Context: an optimization exercise on an open-source flow, tuned for small area and a short achievable clock period. The choices shown serve that exercise and are no tape-out recipe.
RTL that was checked went through simulation tests only; none was proved equivalent to the original.

## PE
module PE#(
    parameter d_width = 32,
    parameter a_width = 8,
    parameter iact_size =  5,
    parameter kernel_size = 3
)
(
    input start,
    input clk, rst_n,
    input [d_width -1 : 0] weight,
    input [d_width -1 : 0] iact,
    output reg load_weight,
    output reg load_iact,
    output reg done,
    output reg [d_width -1 : 0] pe_out
);
Size: ~2800 cells after synthesis, about 100 I/O pins.
export LEC_CHECK = 0
export CAP_MARGIN = 20
export CORE_MARGIN = 2
export CORE_UTILIZATION = 60
export CTS_BUF_LIST = sky130_fd_sc_hd__clkbuf_16
export CTS_CLUSTER_DIAMETER = 100
export CTS_CLUSTER_SIZE = 32
export SLEW_MARGIN = 20
export BUFFER_PORTS_ARGS = -buffer_cell sky130_fd_sc_hd__buf_2
export SETUP_SLACK_MARGIN = 6.9
export SETUP_MOVE_SEQUENCE = sizeup,swap
create_clock -name core_clock -period 10.0 [get_ports {clk}]
standard.sh (not shown) runs the stock make flow with config.mk's settings and CLKGATE_MAP_FILE= SYNTH_SCRIPT=/design/flow/synth_recipe.tcl, a recipe that flattens the netlist after the stock synthesis.
==> flow/flow/run.sh <==
#!/bin/bash
# Layout flow: the standard layout (standard.sh) with these changes:
#  - the port buffers are buf_2 cells instead of the cell buffer_ports picks;
#  - timing repair aims at 6.9 ns of setup slack at the 10 ns clock, and
#    may only resize cells and swap pins (no buffers, no cloning).
set -euo pipefail
cat >> config.mk <<'EOC'
export BUFFER_PORTS_ARGS = -buffer_cell sky130_fd_sc_hd__buf_2
export SETUP_SLACK_MARGIN = 6.9
export SETUP_MOVE_SEQUENCE = sizeup,swap
EOC
bash standard.sh > standard.log 2>&1
==> next run, changes <==
Settings changed: TNS_END_PERCENT set to 30.
The changed run completed with no timing, DRC or antenna violations.
Area after synthesis is unchanged.
Final cell count does not change.
Non-clock buffer count does not change.
Utilization is about the same.
No functional check of the RTL was part of any run of this note.

========
PE, a different RTL version from the one above (not shown whole).
Size: about 100 I/O pins, ~0.027 sq mm of cells after synthesis.
Settings: LEC_CHECK=0, CAP_MARGIN=20, CORE_MARGIN=2, CORE_UTILIZATION=60, CTS_BUF_LIST=sky130_fd_sc_hd__clkbuf_16, CTS_CLUSTER_DIAMETER=100, CTS_CLUSTER_SIZE=32, SLEW_MARGIN=20, BUFFER_PORTS_ARGS=-buffer_cell sky130_fd_sc_hd__buf_2, SETUP_SLACK_MARGIN=6.8, SETUP_MOVE_SEQUENCE=sizeup,swap; clock period 10.0 ns.
==> flow/flow/run.sh <==
#!/bin/bash
# Layout flow: the standard layout (standard.sh) with these changes:
#  - the port buffers are buf_2 cells instead of the cell buffer_ports picks;
#  - timing repair aims at 6.8 ns of setup slack at the 10 ns clock, and
#    may only resize cells and swap pins (no buffers, no cloning).
set -euo pipefail
cat >> config.mk <<'EOC'
export BUFFER_PORTS_ARGS = -buffer_cell sky130_fd_sc_hd__buf_2
export SETUP_SLACK_MARGIN = 6.8
export SETUP_MOVE_SEQUENCE = sizeup,swap
EOC
bash standard.sh > standard.log 2>&1
The first run finished with timing, DRC and antenna clean.
Edit:
CTS_CLUSTER_DIAMETER = 60   (was 100)
CTS_CLUSTER_SIZE = 30   (was 32)
Flip-flop and latch count stays the same.
Setup slack degrades by 0.024 ns.
Final area rises by a few percent.
Cell count rises slightly.
Hold slack improves by 0.0037 ns.
Non-clock buffer count does not change.
No functional check of the RTL was part of any run of this note.

========
job 4075:
Another version of the RTL of PE (not shown whole).
Size in the first run: roughly 2,800 cells after synthesis, ~440 flip-flops, ~27,000 um^2 of cells after synthesis.
export LEC_CHECK = 0
export CAP_MARGIN = 20
export CORE_MARGIN = 2
export CORE_UTILIZATION = 70
export CTS_BUF_LIST = sky130_fd_sc_hd__clkbuf_16
export CTS_CLUSTER_DIAMETER = 100
export CTS_CLUSTER_SIZE = 32
export SLEW_MARGIN = 20
export BUFFER_PORTS_ARGS = -buffer_cell sky130_fd_sc_hd__buf_2
export SETUP_SLACK_MARGIN = 6.8
export SETUP_MOVE_SEQUENCE = sizeup,swap
create_clock -name core_clock -period 10.0 [get_ports {clk}]
Scripts as last shown in full above: flow/flow/run.sh
#### Input delta (job 3761 over job 4075)
Settings: changing SETUP_SLACK_MARGIN from 6.8 to 6.9; changing CORE_UTILIZATION from 70 to 65.
--- a/flow/flow/run.sh
+++ b/flow/flow/run.sh
@@ -4 +4 @@
-#  - timing repair aims at 6.8 ns of setup slack at the 10 ns clock, and
+#  - timing repair aims at 6.9 ns of setup slack at the 10 ns clock, and
@@ -9 +9 @@
-export SETUP_SLACK_MARGIN = 6.8
+export SETUP_SLACK_MARGIN = 6.9
==> run summary <==
Between job 3761 and job 4075, the fraction of layout cells with a size suffix above 1 is higher for job 3761. [compare] base=job 4075 new=job 3761: global-route usage fell 2.0 points; first-iteration DRC count +79; post-placement cell count rose by 22. Wire length reported by the detailed router: job 3761 vs job 4075 up 1.4%. Site row count, job 3761 and job 4075: smaller value in job 4075. Job 3761 against job 4075: design area moved up, fraction of area in multi-input gates moved down.
Relative to job 3761, the following input files were edited for job 9483:
Settings: CORE_UTILIZATION: 65 -> 60; SETUP_SLACK_MARGIN: 6.9 -> unset; SETUP_MOVE_SEQUENCE: sizeup,swap -> unset.
==> flow/flow/run.sh <==
#!/bin/bash
# Layout flow: the standard layout (standard.sh), with the port buffers
# made as buf_2 cells instead of the cell buffer_ports picks by default.
set -euo pipefail
cat >> config.mk <<'EOC'
export BUFFER_PORTS_ARGS = -buffer_cell sky130_fd_sc_hd__buf_2
EOC
bash standard.sh > standard.log 2>&1
==> comparison <==
Relative to job 3761, the final standard cell count with taps included and fillers excluded measured on job 9483 has increased slightly. STATUS hold slack: job 9483 wins against job 3761. Compared with job 3761, met3 wirelength from detailed routing in job 9483 decreased by more than a quarter.
### job 9483 -> job 3625
Settings: BUFFER_PORTS_ARGS no longer set, was -buffer_cell sky130_fd_sc_hd__buf_2.
==> flow/run.sh (new file) <==
#!/bin/bash
# synth_recipe.tcl (not shown) runs the flow's synth.tcl, then flattens the netlist and writes it again
# the make line also repeats each setting of config.mk as NAME=value (left out here)
make -C /OpenROAD-flow-scripts/flow DESIGN_CONFIG=/design/flow/config.mk WORK_HOME=/design/flow/orfs CLKGATE_MAP_FILE= SYNTH_SCRIPT=/design/flow/synth_recipe.tcl finish
removed: flow/flow/run.sh
removed: flow/standard.sh
Findings:
Job 3625 finished end to end and its layout was clean on timing, DRC and antenna. [compare] base=job 9483 new=job 3625: maximum clock frequency now smaller, delay contributed by the slowest stage of the critical path comparable, utilization now larger. Job 3625 vs. job 9483: non-clock buffer count went up by about 0.7%; final area went up by about 1.7%; count of non-filler cells in the finished layout roughly the same; ratio of final minimum period to clock period moved up; number of enable flip-flop cells after synthesis about even.

========
PE again, from the RTL that the note above started with.
==> flow/config.mk <==
export PLATFORM = sky130hd
export DESIGN_NAME = PE
export DESIGN_NICKNAME = PE
export VERILOG_FILES = /design/flow/design.v
export SDC_FILE = /design/flow/constraint.sdc
export NUM_CORES = 4
export LEC_CHECK = 0
export CAP_MARGIN = 20
export CORE_MARGIN = 2
export CORE_UTILIZATION = 60
export CTS_BUF_LIST = sky130_fd_sc_hd__clkbuf_16
export CTS_CLUSTER_DIAMETER = 100
export CTS_CLUSTER_SIZE = 32
export PLACE_DENSITY_LB_ADDON = 0.2
export SLEW_MARGIN = 20
export TNS_END_PERCENT = 30
export BUFFER_PORTS_ARGS = -buffer_cell sky130_fd_sc_hd__buf_2
export SETUP_SLACK_MARGIN = 6.9
export SETUP_MOVE_SEQUENCE = sizeup,swap
==> flow/constraint.sdc <==
create_clock -name core_clock -period 10.0 [get_ports {clk}]
set_input_delay 2.0000 -clock core_clock [delete_from_list [all_inputs] [get_ports {clk}]]
set_output_delay 2.0000 -clock core_clock [all_outputs]
set_load 0.01 [all_outputs]
==> flow/flow/run.sh <==
#!/bin/bash
# Layout flow: the standard layout (standard.sh) with these changes:
#  - the port buffers are buf_2 cells instead of the cell buffer_ports picks;
#  - timing repair aims at 6.9 ns of setup slack at the 10 ns clock, and
#    may only resize cells and swap pins (no buffers, no cloning).
set -euo pipefail
cat >> config.mk <<'EOC'
export BUFFER_PORTS_ARGS = -buffer_cell sky130_fd_sc_hd__buf_2
export SETUP_SLACK_MARGIN = 6.9
export SETUP_MOVE_SEQUENCE = sizeup,swap
EOC
bash standard.sh > standard.log 2>&1
The first run completed without violations.
==> next run, changes <==
- CORE_UTILIZATION: 60 -> 55
- PLACE_DENSITY_LB_ADDON: 0.2 -> unset
- TNS_END_PERCENT: 30 -> unset
The changed run produced a clean layout.
Global-route usage drops by 0.75 points.
Critical path depth is unchanged.
Hold slack improves by 0.0034 ns.
Final area rises by 1.8%.
Synthesized area is unchanged.

========
== run 1 ==
PE, a different RTL version from the one above (not shown whole).
Size in the first run: about 2800 cells after synthesis, ~480 flip-flops, roughly 100 I/O pins, ~28000 um2 of cells after synthesis.
==> flow/config.mk <==
export PLATFORM = sky130hd
export DESIGN_NAME = PE
export DESIGN_NICKNAME = PE
export VERILOG_FILES = /design/flow/design.v
export SDC_FILE = /design/flow/constraint.sdc
export NUM_CORES = 4
export LEC_CHECK = 0
export CAP_MARGIN = 20
export CORE_MARGIN = 2
export CORE_UTILIZATION = 70
export CTS_BUF_LIST = sky130_fd_sc_hd__clkbuf_16
export CTS_CLUSTER_DIAMETER = 100
export CTS_CLUSTER_SIZE = 32
export SLEW_MARGIN = 20
export BUFFER_PORTS_ARGS = -buffer_cell sky130_fd_sc_hd__buf_2
export SETUP_SLACK_MARGIN = 6.8
export SETUP_MOVE_SEQUENCE = sizeup,swap
==> flow/constraint.sdc <==
create_clock -name core_clock -period 10.0 [get_ports {clk}]
set_input_delay 2.0000 -clock core_clock [delete_from_list [all_inputs] [get_ports {clk}]]
set_output_delay 2.0000 -clock core_clock [all_outputs]
set_load 0.01 [all_outputs]
==> flow/flow/run.sh <==
#!/bin/bash
# Layout flow: the standard layout (standard.sh) with these changes:
#  - the port buffers are buf_2 cells instead of the cell buffer_ports picks;
#  - timing repair aims at 6.8 ns of setup slack at the 10 ns clock, and
#    may only resize cells and swap pins (no buffers, no cloning).
set -euo pipefail
cat >> config.mk <<'EOC'
export BUFFER_PORTS_ARGS = -buffer_cell sky130_fd_sc_hd__buf_2
export SETUP_SLACK_MARGIN = 6.8
export SETUP_MOVE_SEQUENCE = sizeup,swap
EOC
bash standard.sh > standard.log 2>&1
Run 1 was carried through to the last stage, and its layout satisfied the timing, DRC and antenna checks.
Inputs modified between run 1 and run 2:
--- a/flow/config.mk
+++ b/flow/config.mk
@@ -9,3 +9,3 @@
 export CORE_MARGIN = 2
-export CORE_UTILIZATION = 70
+export CORE_UTILIZATION = 60
 export CTS_BUF_LIST = sky130_fd_sc_hd__clkbuf_16
==> run summary <==
The fmax of run 1 and that of run 2 are within noise of each other. Run 2 against run 1: placement-stage worst setup slack now smaller; wire length on met2 comparable; post-route cell area now larger. Looking only at placed cell area, and setting everything else aside, the higher value of run 2 and run 1 goes to run 2. [run 2] met3 wirelength from detailed routing fell 10% relative to run 1. Run 1 vs run 2, cell with the biggest individual delay on the critical path: sky130_fd_sc_hd__dfrtp_1 vs sky130_fd_sc_hd__dfrtp_2.
Relative to run 2, the following input files were edited for run 3:
--- a/flow/config.mk
+++ b/flow/config.mk
@@ -9,6 +9,6 @@
 export CORE_MARGIN = 2
-export CORE_UTILIZATION = 60
+export CORE_UTILIZATION = 70
 export CTS_BUF_LIST = sky130_fd_sc_hd__clkbuf_16
-export CTS_CLUSTER_DIAMETER = 100
-export CTS_CLUSTER_SIZE = 32
+export CTS_CLUSTER_DIAMETER = 60
+export CTS_CLUSTER_SIZE = 30
 export SLEW_MARGIN = 20
## What came out
Run 2 → run 3: worst setup margin fell by 0.0072 ns, number of rows created at floorplan fell 6, overall die height now sits lower.
Compared run 3 against run 2; maximum operating frequency within noise.
Run 3 completed end to end with timing, DRC and antenna clean.
Looking at highest-delay cell along the critical path, the sky130_fd_sc_hd__dfrtp_2 result is from run 2; the sky130_fd_sc_hd__dfrtp_1 one comes from run 3.

==> static timing again, ports no longer ideal <==
The results above use ideal ports. As a check the final layouts listed here were re-extracted and re-timed, cells and wires unchanged.
Step 1 assumes that a clkbuf_16 drives the clock port and a buf_2 every other input.
Step 2 adds t to the input delays and takes it off the output delays; t is the mean of the earliest and latest rising clock arrival at the registers after step 1. Input paths then give back, and output paths get back, about the clock's delay inside the block.
Three values: ideal, step 1, step 2; two values: the first two.
run | t, ns | setup slack, ns | hold slack, ns | worst register clock-pin slew, ns | cell pins on the clock port's net
the first run of note 1 | 0.624 | 6.852 / 6.793 / 6.897 | 0.301 / 0.301 / 0.301 | 0.12 / 0.12 | 1
the second run of note 1 | 0.627 | 6.846 / 6.786 / 6.886 | 0.296 / 0.296 / 0.296 | 0.12 / 0.12 | 1
the first run of note 2 | 0.617 | 6.765 / 6.765 / 6.581 | 0.310 / 0.310 / 0.310 | 0.12 / 0.12 | 1
the second run of note 2 | 0.629 | 6.741 / 6.741 / 6.564 | 0.314 / 0.314 / 0.314 | 0.10 / 0.10 | 1
job 4075 | 0.608 | 6.806 / 6.806 / 6.770 | 0.324 / 0.324 / 0.324 | 0.12 / 0.12 | 1
job 3761 | 0.613 | 6.817 / 6.759 / 6.654 | 0.304 / 0.304 / 0.304 | 0.12 / 0.12 | 1
job 9483 | 0.627 | 6.337 / 6.337 / 6.337 | 0.313 / 0.313 / 0.313 | 0.12 / 0.12 | 1
job 3625 | 0.618 | 6.310 / 6.310 / 6.310 | 0.308 / 0.308 / 0.308 | 0.12 / 0.12 | 1
the first run of note 4 | 0.619 | 6.845 / 6.785 / 6.750 | 0.322 / 0.322 / 0.322 | 0.12 / 0.12 | 1
the second run of note 4 | 0.622 | 6.854 / 6.792 / 6.465 | 0.325 / 0.325 / 0.325 | 0.12 / 0.12 | 1
run 1 | 0.627 | 6.844 / 6.785 / 6.859 | 0.310 / 0.310 / 0.310 | 0.12 / 0.12 | 1
run 2 | 0.625 | 6.840 / 6.779 / 6.751 | 0.320 / 0.320 / 0.320 | 0.12 / 0.12 | 1
run 3 | 0.675 | 6.832 / 6.774 / 6.828 | 0.322 / 0.322 / 0.322 | 0.10 / 0.10 | 1
After both steps every run listed still meets setup and hold. For the second run of note 4, which loses most, drivers alone change the setup slack by -0.062 ns; drivers and shift together by -0.389 ns.
